This is an optimization exercise on Yosys and OpenROAD, whose aim is small area, not a production implementation.
Only simulation tests tie the RTL to the original design; equivalence was not proved.
The clock port is modelled as an ideal driver; clocking choices that lean on that would not hold on a real chip.
Power and IR drop assume default switching activity.

==> 03-28 <==
// top
module top (
    input   logic       clk,
    input   logic       reset_n,
    input   logic       input_spi_clk,
    input   logic       input_spi_mosi,
    input   logic       input_spi_cs_n,
    output  logic       adc_spi_clk,
    input   logic       adc_spi_miso,
    output  logic       adc_spi_mosi,
    output  logic       adc_spi_cs_n,
    output  logic       pwm_a,
    output  logic       pwm_b
);
==> module top, before the edit <==
module top (
    input   logic       clk,
    input   logic       reset_n,
    input   logic       input_spi_clk,
    input   logic       input_spi_mosi,
    input   logic       input_spi_cs_n,
    output  logic       adc_spi_clk,
    input   logic       adc_spi_miso,
    output  logic       adc_spi_mosi,
    output  logic       adc_spi_cs_n,
    output  logic       pwm_a,
    output  logic       pwm_b
);
    logic [9:0]  m;
    logic [5:0]  s;
    logic [9:0]  m_inc;      
    logic [10:0] t;          
    assign t[0] = 1'b1;
    genvar gi;
    generate for (gi = 0; gi < 10; gi = gi + 1) begin : g_m
        assign m_inc[gi] = m[gi] ^ t[gi];
        assign t[gi+1]   = m[gi] & t[gi];
    end endgenerate
    wire [6:0] s_inc = {1'b0, s} + {6'd0, m[4:0] == 5'd2};
    always_ff @(posedge clk) begin
        if (~reset_n) begin
            m <= 10'd2;
            s <= 6'd63;
        end else begin
            m <= m_inc;
            s <= s_inc[5:0] | {1'b0, {3{s_inc[6]}}, 2'b00};
        end
    end
    assign adc_spi_cs_n = (s >= 6'd47);
    assign adc_spi_clk  = ~adc_spi_cs_n & ((m[4:0] >= 5'd19) | (m[4:0] <= 5'd2));
    assign adc_spi_mosi = (s == 6'd28) | (s == 6'd29) | (s == 6'd31);
    logic [8:0] sr;
    always_ff @(posedge clk) begin
        if (m[4:0] == 5'd18 && s >= 6'd33 && s <= 6'd41)
            sr <= {sr[7:0], adc_spi_miso};
    end
    logic [7:0] r8;
    logic       rf;
    always_ff @(posedge clk) begin
        if (s == 6'd45 && m[4:0] == 5'd24) begin
            r8 <= sr[8:1];
            rf <= sr[0] & ~(&sr[8:1]);
        end
    end
    wire rx = r8[7] | (rf & (&r8[6:0]));
    logic       clk_q;
    logic [3:0] since;       
    logic [4:0] bitcnt;
    logic [8:0] bufn;        
    logic [7:0] pn, spn;     
    wire shift = (since == 4'd1);
    wire valid = (bitcnt == 5'd16);
    always_ff @(posedge clk) begin
        clk_q <= input_spi_clk;
        if (input_spi_clk & ~clk_q)
            since <= 4'd0;
        else if (~since[3])
            since <= since + 1'b1;
        if (shift)
            bufn <= {bufn[7:0], ~input_spi_mosi};
    end
    always_ff @(posedge clk) begin
        if (~reset_n || input_spi_cs_n)
            bitcnt <= '0;
        else if (shift)
            bitcnt <= bitcnt + 1'b1;
    end
    always_ff @(posedge clk) begin
        if (~reset_n) begin
            pn  <= ~8'd16;
            spn <= ~8'd127;
        end else if (valid) begin
            if (bufn[8] && since == 4'd7)
                pn <= bufn[7:0];
            if (~bufn[8] && since[3])
                spn <= bufn[7:0];
        end
    end
    logic [8:0] en;
    logic [8:0] ec;
    assign ec[0] = rf;
    generate for (gi = 0; gi < 8; gi = gi + 1) begin : g_en
        p_fa fa_en (.a(r8[gi]), .b(spn[gi]), .c(ec[gi]), .s(en[gi]), .co(ec[gi+1]));
    end endgenerate
    assign en[8] = rx ^ spn[7] ^ ec[8];
    logic [6:0] cmd;
    p_mul mul (.en(en), .pn(pn), .cmd(cmd));
    logic [7:0] ya, yb;
    assign ya = {~cmd[6], cmd[6], cmd[5:0]};
    assign yb = ~ya;
    wire ok = (|m_inc[9:2]) | (m_inc[1] & m_inc[0]);
    logic [8:0] lta, ltb;
    assign lta[0] = 1'b0;
    assign ltb[0] = 1'b1;
    generate for (gi = 0; gi < 8; gi = gi + 1) begin : g_cmp
        assign lta[gi+1] = (~m_inc[gi+2] & ya[gi]) | (~m_inc[gi+2] & lta[gi]) | (ya[gi] & lta[gi]);
        assign ltb[gi+1] = (~m_inc[gi+2] & yb[gi]) | (~m_inc[gi+2] & ltb[gi]) | (yb[gi] & ltb[gi]);
    end endgenerate
    always_ff @(posedge clk) begin
        pwm_a <= ok & lta[8];
        pwm_b <= ok & ltb[8];
    end
endmodule
clock: 10.0 ns
lec_check: 0
cap_margin: 20
core_margin: 2
core_utilization: 55
slew_margin: 20
synth_hierarchical: 1
synth_minimum_keep_size: 0
standard.sh (not shown) runs the stock make flow with config.mk's settings and CLKGATE_MAP_FILE= SYNTH_SCRIPT=/design/flow/synth_recipe.tcl, a recipe that flattens the netlist after the stock synthesis.
==> flow/flow/run.sh <==
#!/bin/bash
# The standard layout with four changes: after floorplanning,
# flow/downsize.tcl puts every logic cell at its smallest drive strength
# (the later repair steps size up where needed); the port buffers are buf_1
# cells; clock tree synthesis uses clkbuf_4 buffers without dummy loads; and
# after clock tree synthesis, flow/post_cts.tcl upsizes to clkbuf_8 each
# clock buffer whose flip-flops' clock slew is estimated over 100 ps.
# Each tool's output is in orfs/logs; the make output is in flow_make.log.
set -euo pipefail
here=$(cd "$(dirname "$0")" && pwd)
export BUFFER_PORTS_ARGS="-buffer_cell sky130_fd_sc_hd__buf_1"
export CTS_ARGS="-sink_clustering_enable -repair_clock_nets -dont_use_dummy_load -buf_list sky130_fd_sc_hd__clkbuf_4"
export POST_CTS_TCL="$here/post_cts.tcl"
export POST_FLOORPLAN_TCL="$here/downsize.tcl"
bash standard.sh > flow_make.log 2>&1
==> flow/flow/downsize.tcl <==
# Start placement from the smallest drive strength of every logic cell that
# synthesis sized up (not the flip-flops or clock buffers); the resizer's
# later repair steps size up again only where slew, load or timing needs it.
foreach inst [get_cells *] {
  set master [get_property [get_lib_cells -of_objects $inst] name]
  if {![regexp {^(sky130_fd_sc_hd__[a-z0-9]+)_([0-9]+)$} $master -> base drive]} { continue }
  if {$drive <= 1 || [string match *clk* $base] || [string match *df* $base]} { continue }
  foreach alt [list ${base}_1 ${base}_0] {
    if {[llength [get_lib_cells -quiet $alt]] > 0} {
      replace_cell $inst $alt
      break
    }
  }
}
==> flow/flow/post_cts.tcl <==
estimate_parasitics -placement
set weak {}
foreach pin [all_registers -clock_pins -edge_triggered] {
  set worst 0
  foreach edge {rise fall} {
    foreach a {min max} {
      set s [get_property $pin slew_${a}_$edge]
      if {$s > $worst} { set worst $s }
    }
  }
  if {$worst > 0.100} {
    set net [get_nets -of_objects $pin]
    foreach drv [get_pins -of_objects $net -filter "direction==output"] {
      lappend weak [get_cells -of_objects $drv]
    }
  }
}
set done {}
foreach c $weak {
  set name [get_property $c full_name]
  if {[lsearch -exact $done $name] >= 0} { continue }
  lappend done $name
  if {[get_property [get_lib_cells -of_objects $c] name] eq "sky130_fd_sc_hd__clkbuf_4"} {
    puts "upsizing clock buffer $name"
    replace_cell $c sky130_fd_sc_hd__clkbuf_8
  }
}
if {[llength $done] > 0} {
  detailed_placement
  check_placement -verbose
  estimate_parasitics -placement
}
==> inputs of 12-16, as changes to 03-28 <==
--- a/flow/flow/run.sh
+++ b/flow/flow/run.sh
@@ -1,5 +1,3 @@
 #!/bin/bash
-# The standard layout with four changes: after floorplanning,
-# flow/downsize.tcl puts every logic cell at its smallest drive strength
-# (the later repair steps size up where needed); the port buffers are buf_1
+# The standard layout with three changes: the port buffers are buf_1
 # cells; clock tree synthesis uses clkbuf_4 buffers without dummy loads; and
@@ -13,3 +11,2 @@
 export POST_CTS_TCL="$here/post_cts.tcl"
-export POST_FLOORPLAN_TCL="$here/downsize.tcl"
 bash standard.sh > flow_make.log 2>&1
- CORE_UTILIZATION: 55 -> 40
removed: flow/flow/downsize.tcl
==> inputs of 03-05, as changes to 03-28 <==
--- a/flow/design.v
+++ b/flow/design.v
@@ -229,5 +229,5 @@
 );
-    logic [9:0]  m;
+    logic [9:0]  n;
     logic [5:0]  s;
-    logic [9:0]  m_inc;      
+    logic [9:0]  n_inc;      
     logic [10:0] t;          
@@ -235,22 +235,22 @@
     genvar gi;
-    generate for (gi = 0; gi < 10; gi = gi + 1) begin : g_m
-        assign m_inc[gi] = m[gi] ^ t[gi];
-        assign t[gi+1]   = m[gi] & t[gi];
+    generate for (gi = 0; gi < 10; gi = gi + 1) begin : g_n
+        assign n_inc[gi] = n[gi] ^ t[gi];
+        assign t[gi+1]   = n[gi] & t[gi];
     end endgenerate
-    wire [6:0] s_inc = {1'b0, s} + {6'd0, m[4:0] == 5'd2};
     always_ff @(posedge clk) begin
         if (~reset_n) begin
-            m <= 10'd2;
-            s <= 6'd63;
+            n <= '1;
+            s <= 6'd35;
         end else begin
-            m <= m_inc;
-            s <= s_inc[5:0] | {1'b0, {3{s_inc[6]}}, 2'b00};
+            n <= n_inc;
+            if (t[5])
+                s <= (s == 6'd35) ? 6'd0 : s + 1'b1;
         end
     end
-    assign adc_spi_cs_n = (s >= 6'd47);
-    assign adc_spi_clk  = ~adc_spi_cs_n & ((m[4:0] >= 5'd19) | (m[4:0] <= 5'd2));
-    assign adc_spi_mosi = (s == 6'd28) | (s == 6'd29) | (s == 6'd31);
+    assign adc_spi_cs_n = (s >= 6'd19);
+    assign adc_spi_clk  = ~adc_spi_cs_n & n[4];
+    assign adc_spi_mosi = (s == 6'd0) | (s == 6'd1) | (s == 6'd3);
     logic [8:0] sr;
     always_ff @(posedge clk) begin
-        if (m[4:0] == 5'd18 && s >= 6'd33 && s <= 6'd41)
+        if (n[4:0] == 5'd15 && s >= 6'd5 && s <= 6'd13)
             sr <= {sr[7:0], adc_spi_miso};
@@ -258,10 +258,10 @@
     logic [7:0] r8;
-    logic       rf;
+    logic       rx, rf;
     always_ff @(posedge clk) begin
-        if (s == 6'd45 && m[4:0] == 5'd24) begin
+        if (s == 6'd17 && n[4:0] == 5'd21) begin
             r8 <= sr[8:1];
             rf <= sr[0] & ~(&sr[8:1]);
+            rx <= sr[8] | (sr[0] & (&sr[7:1]));
         end
     end
-    wire rx = r8[7] | (rf & (&r8[6:0]));
     logic       clk_q;
@@ -308,16 +308,22 @@
     p_mul mul (.en(en), .pn(pn), .cmd(cmd));
-    logic [7:0] ya, yb;
-    assign ya = {~cmd[6], cmd[6], cmd[5:0]};
-    assign yb = ~ya;
-    wire ok = (|m_inc[9:2]) | (m_inc[1] & m_inc[0]);
+    logic [6:0] bz;          
+    logic [7:0] duty_a, duty_b;
+    assign bz[0] = 1'b1;
+    generate for (gi = 0; gi < 6; gi = gi + 1) begin : g_dec
+        assign duty_a[gi] = cmd[gi] ^ bz[gi];
+        assign bz[gi+1]   = bz[gi] & ~cmd[gi];
+    end endgenerate
+    assign duty_a[6] = cmd[6] ^ bz[6];
+    assign duty_a[7] = ~cmd[6] & ~bz[6];
+    assign duty_b    = {cmd[6], ~cmd[6], ~cmd[5:0]};
     logic [8:0] lta, ltb;
-    assign lta[0] = 1'b0;
-    assign ltb[0] = 1'b1;
+    assign lta[0] = t[2];    
+    assign ltb[0] = t[2];
     generate for (gi = 0; gi < 8; gi = gi + 1) begin : g_cmp
-        assign lta[gi+1] = (~m_inc[gi+2] & ya[gi]) | (~m_inc[gi+2] & lta[gi]) | (ya[gi] & lta[gi]);
-        assign ltb[gi+1] = (~m_inc[gi+2] & yb[gi]) | (~m_inc[gi+2] & ltb[gi]) | (yb[gi] & ltb[gi]);
+        assign lta[gi+1] = (~n_inc[gi+2] & duty_a[gi]) | (~n_inc[gi+2] & lta[gi]) | (duty_a[gi] & lta[gi]);
+        assign ltb[gi+1] = (~n_inc[gi+2] & duty_b[gi]) | (~n_inc[gi+2] & ltb[gi]) | (duty_b[gi] & ltb[gi]);
     end endgenerate
     always_ff @(posedge clk) begin
-        pwm_a <= ok & lta[8];
-        pwm_b <= ok & ltb[8];
+        pwm_a <= lta[8];
+        pwm_b <= ltb[8];
     end
==> flow/run.sh (new file) <==
#!/bin/bash
# synth_recipe.tcl (not shown) runs the flow's synth.tcl, then flattens the netlist and writes it again
# the make line also repeats each setting of config.mk as NAME=value (left out here)
make -C /OpenROAD-flow-scripts/flow DESIGN_CONFIG=/design/flow/config.mk WORK_HOME=/design/flow/orfs CLKGATE_MAP_FILE= SYNTH_SCRIPT=/design/flow/synth_recipe.tcl finish
- CORE_UTILIZATION: 55 -> 60
- CTS_BUF_LIST: not set -> sky130_fd_sc_hd__clkbuf_4 sky130_fd_sc_hd__clkbuf_8
- CTS_CLUSTER_SIZE: not set -> 30
removed: flow/flow/run.sh
removed: flow/flow/downsize.tcl
removed: flow/flow/post_cts.tcl
removed: flow/standard.sh
==> run notes <==
- Of 03-28 and 12-16, 03-28 has the higher combinational power (gap about 2.5%, measured against 12-16).
- Of 03-05 and 03-28, 03-05 has the higher total power (gap about 34%, measured against 03-28).
- Register-to-register slack: 03-05 < 03-28 < 12-16.
- Non-clock buffer count, highest first: 03-05, 03-28, 12-16.
- In 03-05 the clock power is larger than in 03-28, by 80%.

-- what the ideal ports hide --
The results above use ideal ports. As a check the final layouts listed here were re-extracted and re-timed, cells and wires unchanged. Step 1 assumes that a clkbuf_16 drives the clock port and a buf_2 every other input. Step 2 adds t to the input delays and takes it off the output delays; t is the mean of the earliest and latest rising clock arrival at the registers after step 1. Input paths then give back, and output paths get back, about the clock's delay inside the block. a / b / c = ideal / step 1 / step 2; a / b = the first two.
run | shift t [ns] | setup WS [ns] | clock arrival spread, ns
03-28 | 0.424 | 0.444 / 0.444 / 0.444 | 0.027 / 0.027
12-16 | 0.428 | 0.493 / 0.493 / 0.493 | 0.025 / 0.026
03-05 | 0.368 | 0.179 / 0.179 / 0.179 | 0.013 / 0.013
After both steps every run listed still meets setup and hold.
